From an optimization exercise on the open Yosys and OpenROAD flow, aimed at small area; shortcuts taken in it are not production practice. In this exercise RTL edits were held to simulation tests only and were not proved equivalent to the original. Power figures rest on the tool's default switching activity, not on a simulated workload.

// Tetris_top
module Tetris_top(
	clk,
	rst,
	btnL,
	btnR,
	btnD,
	btnS,
	HSync,
	VSync,
	R,
	G,
	B,
	Seg,
	An
    );
Size: about 2,000 cells after synthesis, ~28 I/O pins, about 20,000 µm² of cells after synthesis.
Settings: LEC_CHECK=0, ABC_AREA=1, CAP_MARGIN=20, CORE_MARGIN=2, CORE_UTILIZATION=55, CTS_BUF_LIST=sky130_fd_sc_hd__clkbuf_8, CTS_CLUSTER_DIAMETER=80, CTS_CLUSTER_SIZE=16, HOLD_SLACK_MARGIN=0, PLACE_DENSITY=0.7, SLEW_MARGIN=20; clock period 12.0 ns.
standard.sh (not shown) runs the stock make flow with config.mk's settings and CLKGATE_MAP_FILE= SYNTH_SCRIPT=/design/flow/synth_recipe.tcl, a recipe that flattens the netlist after the stock synthesis.
==> flow/flow/run.sh <==
#!/bin/bash
# Layout flow: the standard flow, with one extra step after the standard
# synthesis.  The combinational logic of the synthesized netlist is mapped a
# second time with a stronger ABC script (flow/remap.tcl, flow/remap.abc);
# the registers of the standard synthesis are kept as they are (same cells,
# same names).  Then the standard flow continues from that netlist.
# Each tool's output goes to a log file of its own in this folder.
set -euo pipefail
HERE=$PWD
RES=$HERE/orfs/results/$FLOW_PLATFORM/Tetris_top/base

# 1. standard synthesis
bash standard.sh "$RES/1_2_yosys.v" > 1_synth_standard.log 2>&1
cp "$RES/1_2_yosys.v" "$HERE/1_2_yosys_standard.v"

# 2. second mapping of the combinational logic, repeated on its own result
#    (passes cycle through flow/remap.abc, remap_c.abc and remap_b.abc); the
#    smallest netlist is kept.  A pass whose result is implausibly small (under 70% of
#    the standard synthesis) is not kept.
export REMAP_LIB=$FLOW_HOME/platforms/$FLOW_PLATFORM/lib/sky130_fd_sc_hd__tt_025C_1v80.lib
export REMAP_SCRIPT=$HERE/flow/remap.abc
export REMAP_CONSTR=$HERE/flow/remap.constr
export REMAP_PERIOD_PS=$(awk "BEGIN{print int($FLOW_PERIOD_NS*1000)}")
prev=$HERE/1_2_yosys_standard.v
best=""; best_area=""
std_area=$(awk '/Chip area for module/ {print $NF}' "$HERE/orfs/reports/$FLOW_PLATFORM/Tetris_top/base/synth_stat.txt" 2>/dev/null || true)
for i in $(seq 1 20); do
  case $(( i % 4 )) in
    0) export REMAP_SCRIPT=$HERE/flow/remap_b.abc ;;
    2) export REMAP_SCRIPT=$HERE/flow/remap_c.abc ;;
    *) export REMAP_SCRIPT=$HERE/flow/remap.abc ;;
  esac
  export REMAP_IN=$prev
  export REMAP_OUT=$HERE/1_2_yosys_remap$i.v
  export REMAP_STAT=$HERE/remap_stat$i.txt
  if ! yosys -c flow/remap.tcl > 2_remap$i.log 2>&1; then
    echo "pass $i: failed" >> 2_remap_summary.log
    continue
  fi
  area=$(awk '/Chip area for module/ {print $NF}' "$REMAP_STAT" 2>/dev/null || true)
  if [[ -z "$area" ]]; then
    echo "pass $i: no area" >> 2_remap_summary.log
    continue
  fi
  echo "pass $i: area $area" >> 2_remap_summary.log
  if [[ -n "$std_area" ]] && awk "BEGIN{exit !($area < 0.7 * $std_area)}"; then
    echo "pass $i: result rejected (standard synthesis $std_area)" >> 2_remap_summary.log
    continue
  fi
  if [[ -z "$best" ]] || awk "BEGIN{exit !($area < $best_area)}"; then
    best=$REMAP_OUT; best_area=$area
  fi
  prev=$REMAP_OUT
done
# 2b. from the smallest netlist so far, a few passes of ABC's &deepsyn
#     (flow/remap_ds.abc.in) with different random seeds; again the smallest
#     netlist is kept
if [[ -n "$best" ]]; then
  base=$best
  for seed in 3 11 5 0 7 13 19 23 29 31 37 41 43 47 53 59; do
    sed "s/SEED/$seed/" flow/remap_ds.abc.in > remap_ds_$seed.abc
    export REMAP_SCRIPT=$HERE/remap_ds_$seed.abc
    export REMAP_IN=$base
    export REMAP_OUT=$HERE/1_2_yosys_remap_ds$seed.v
    export REMAP_STAT=$HERE/remap_stat_ds$seed.txt
    if ! timeout 600 yosys -c flow/remap.tcl > 2_remap_ds$seed.log 2>&1; then
      echo "deepsyn seed $seed: failed" >> 2_remap_summary.log
      continue
    fi
    area=$(awk '/Chip area for module/ {print $NF}' "$REMAP_STAT" 2>/dev/null || true)
    if [[ -z "$area" ]]; then
      echo "deepsyn seed $seed: no area" >> 2_remap_summary.log
      continue
    fi
    echo "deepsyn seed $seed: area $area" >> 2_remap_summary.log
    if [[ -n "$std_area" ]] && awk "BEGIN{exit !($area < 0.7 * $std_area)}"; then
      echo "deepsyn seed $seed: result rejected (standard synthesis $std_area)" >> 2_remap_summary.log
      continue
    fi
    if awk "BEGIN{exit !($area < $best_area)}"; then
      best=$REMAP_OUT; best_area=$area
    fi
  done
fi
if [[ -z "$best" ]]; then best=$HERE/1_2_yosys_standard.v; best_area=$std_area; fi
echo "kept $best ($best_area)" >> 2_remap_summary.log
cp "$best" "$RES/1_2_yosys.v"
touch "$RES/1_2_yosys.v"

# 3. the rest of the standard flow, from the re-mapped netlist (with the
#    clock tree options of flow/cts_args.txt, if there is one)
if [[ -f flow/cts_args.txt ]]; then
  export CTS_ARGS="$(cat flow/cts_args.txt)"
fi
bash standard.sh > 3_layout_standard.log 2>&1
==> flow/flow/cts_args.txt <==
-sink_clustering_enable -repair_clock_nets -sink_clustering_size 16 -sink_clustering_max_diameter 80 -buf_list sky130_fd_sc_hd__clkbuf_8 -dont_use_dummy_load
Other scripts of this flow, unchanged in this note and not shown: flow/flow/remap.abc, flow/flow/remap.constr, flow/flow/remap.tcl, flow/flow/remap_b.abc, flow/flow/remap_c.abc, flow/flow/remap_ds.abc.in
Change:
--- a/flow/flow/run.sh
+++ b/flow/flow/run.sh
@@ -60 +60 @@
-  for seed in 3 11 5 0 7 13 19 23 29 31 37 41 43 47 53 59; do
+  for seed in 3 11 5 0 7 13 19 23 29 31 37 41 43 47 53 59 61 67 71 73 79 83 89 97; do
@@ -91 +91,2 @@
-#    clock tree options of flow/cts_args.txt, if there is one)
+#    clock tree options of flow/cts_args.txt and the port buffer options of
+#    flow/buffer_ports_args.txt, if there are)
@@ -94,0 +96,4 @@
+# every port still gets its buffer (buffer_ports), of the smallest buffer cell
+if [[ -f flow/buffer_ports_args.txt ]]; then
+  export BUFFER_PORTS_ARGS="$(cat flow/buffer_ports_args.txt)"
+fi
==> flow/flow/buffer_ports_args.txt (new file) <==
-buffer_cell sky130_fd_sc_hd__buf_1
==> flow/flow/cts_args.txt (replaced) <==
-sink_clustering_enable -repair_clock_nets -sink_clustering_size 18 -sink_clustering_max_diameter 80 -buf_list sky130_fd_sc_hd__clkbuf_8 -dont_use_dummy_load
--- a/flow/config.mk
+++ b/flow/config.mk
@@ -11 +11 @@
-export CORE_UTILIZATION = 55
+export CORE_UTILIZATION = 70
@@ -16 +16 @@
-export PLACE_DENSITY = 0.7
+export PLACE_DENSITY = 0.85
After rerunning: Sequential share of layout area is higher by 0.84 points; total power shrinks slightly; die area shrinks by about a fifth.
Change:
--- a/flow/flow/run.sh
+++ b/flow/flow/run.sh
@@ -60 +60 @@
-  for seed in 3 11 5 0 7 13 19 23 29 31 37 41 43 47 53 59 61 67 71 73 79 83 89 97; do
+  for seed in 3 11 5 0 7 13 19 23; do
@@ -91,2 +91 @@
-#    clock tree options of flow/cts_args.txt and the port buffer options of
-#    flow/buffer_ports_args.txt, if there are)
+#    clock tree options of flow/cts_args.txt, if there is one)
@@ -96,4 +94,0 @@
-# every port still gets its buffer (buffer_ports), of the smallest buffer cell
-if [[ -f flow/buffer_ports_args.txt ]]; then
-  export BUFFER_PORTS_ARGS="$(cat flow/buffer_ports_args.txt)"
-fi
==> flow/flow/cts_args.txt (replaced) <==
-sink_clustering_enable -repair_clock_nets -sink_clustering_size 16 -sink_clustering_max_diameter 80 -buf_list sky130_fd_sc_hd__clkbuf_8 -dont_use_dummy_load
--- a/flow/config.mk
+++ b/flow/config.mk
@@ -11 +11 @@
-export CORE_UTILIZATION = 70
+export CORE_UTILIZATION = 55
@@ -16 +16 @@
-export PLACE_DENSITY = 0.85
+export PLACE_DENSITY = 0.7
removed: flow/flow/buffer_ports_args.txt
Routed wire length goes down slightly.
Utilization goes down by 15 points.
Total power goes up slightly.
Final cell count goes up by a few percent.
Cell area goes up slightly.
Die area goes up by a quarter to a third.
Area after synthesis is unchanged.
Non-clock buffer count goes up by 3.
Global-route usage goes down by 8.7 points.
Change:
--- a/flow/flow/run.sh
+++ b/flow/flow/run.sh
@@ -60 +60 @@
-  for seed in 3 11 5 0 7 13 19 23; do
+  for seed in 3 11 5 0 7 13 19 23 29 31 37 41 43 47 53 59; do
@@ -91 +91,2 @@
-#    clock tree options of flow/cts_args.txt, if there is one)
+#    clock tree options of flow/cts_args.txt and the port buffer options of
+#    flow/buffer_ports_args.txt, if there are)
@@ -94,0 +96,4 @@
+# every port still gets its buffer (buffer_ports), of the smallest buffer cell
+if [[ -f flow/buffer_ports_args.txt ]]; then
+  export BUFFER_PORTS_ARGS="$(cat flow/buffer_ports_args.txt)"
+fi
==> flow/flow/buffer_ports_args.txt (new file) <==
-buffer_cell sky130_fd_sc_hd__buf_1
--- a/flow/config.mk
+++ b/flow/config.mk
@@ -9 +9 @@
-export CAP_MARGIN = 20
+export CAP_MARGIN = 10
@@ -17 +17 @@
-export SLEW_MARGIN = 20
+export SLEW_MARGIN = 10
The new run finished with timing, DRC and antenna clean.
Routed wire length drops by 0.64%.
Power hardly moves.
First-iteration DRC count climbs by 2.5%.

port drivers added, routing unchanged:
How much do the figures lean on ideal ports? The routed layouts below were timed once more, with nothing changed but the port constraints.
Step 1, drivers: a clkbuf_16 drives clk and a buf_2 each remaining input, both assumed.
Step 2 adds t to the input delays and takes it off the output delays; t is the mean of the earliest and latest rising clock arrival at the registers after step 1. Input paths then give back, and output paths get back, about the clock's delay inside the block.
Slacks: no drivers / after step 1 / after step 2; pairs: no drivers / after step 1.
run | t, ns | slack for setup (ns) | worst setup path at the end | worst slew at a driven data input, ns | cell pins on the clock port's net
the first run | 0.652 | 2.727 / 2.727 / 2.477 | input to register | 0.03 | 1
the second run | 0.621 | 2.969 / 3.003 / 2.382 | input to register | 0.03 | 1
the third run | 0.625 | 2.614 / 2.637 / 2.012 | input to register | 0.04 | 1
the fourth run | 0.652 | 2.941 / 2.941 / 2.941 | register to register | 0.04 | 1
After both steps setup and hold are still met in every run listed. The setup slack of the third run, which loses most, moves by +0.023 ns with the drivers and by -0.602 ns with both steps.
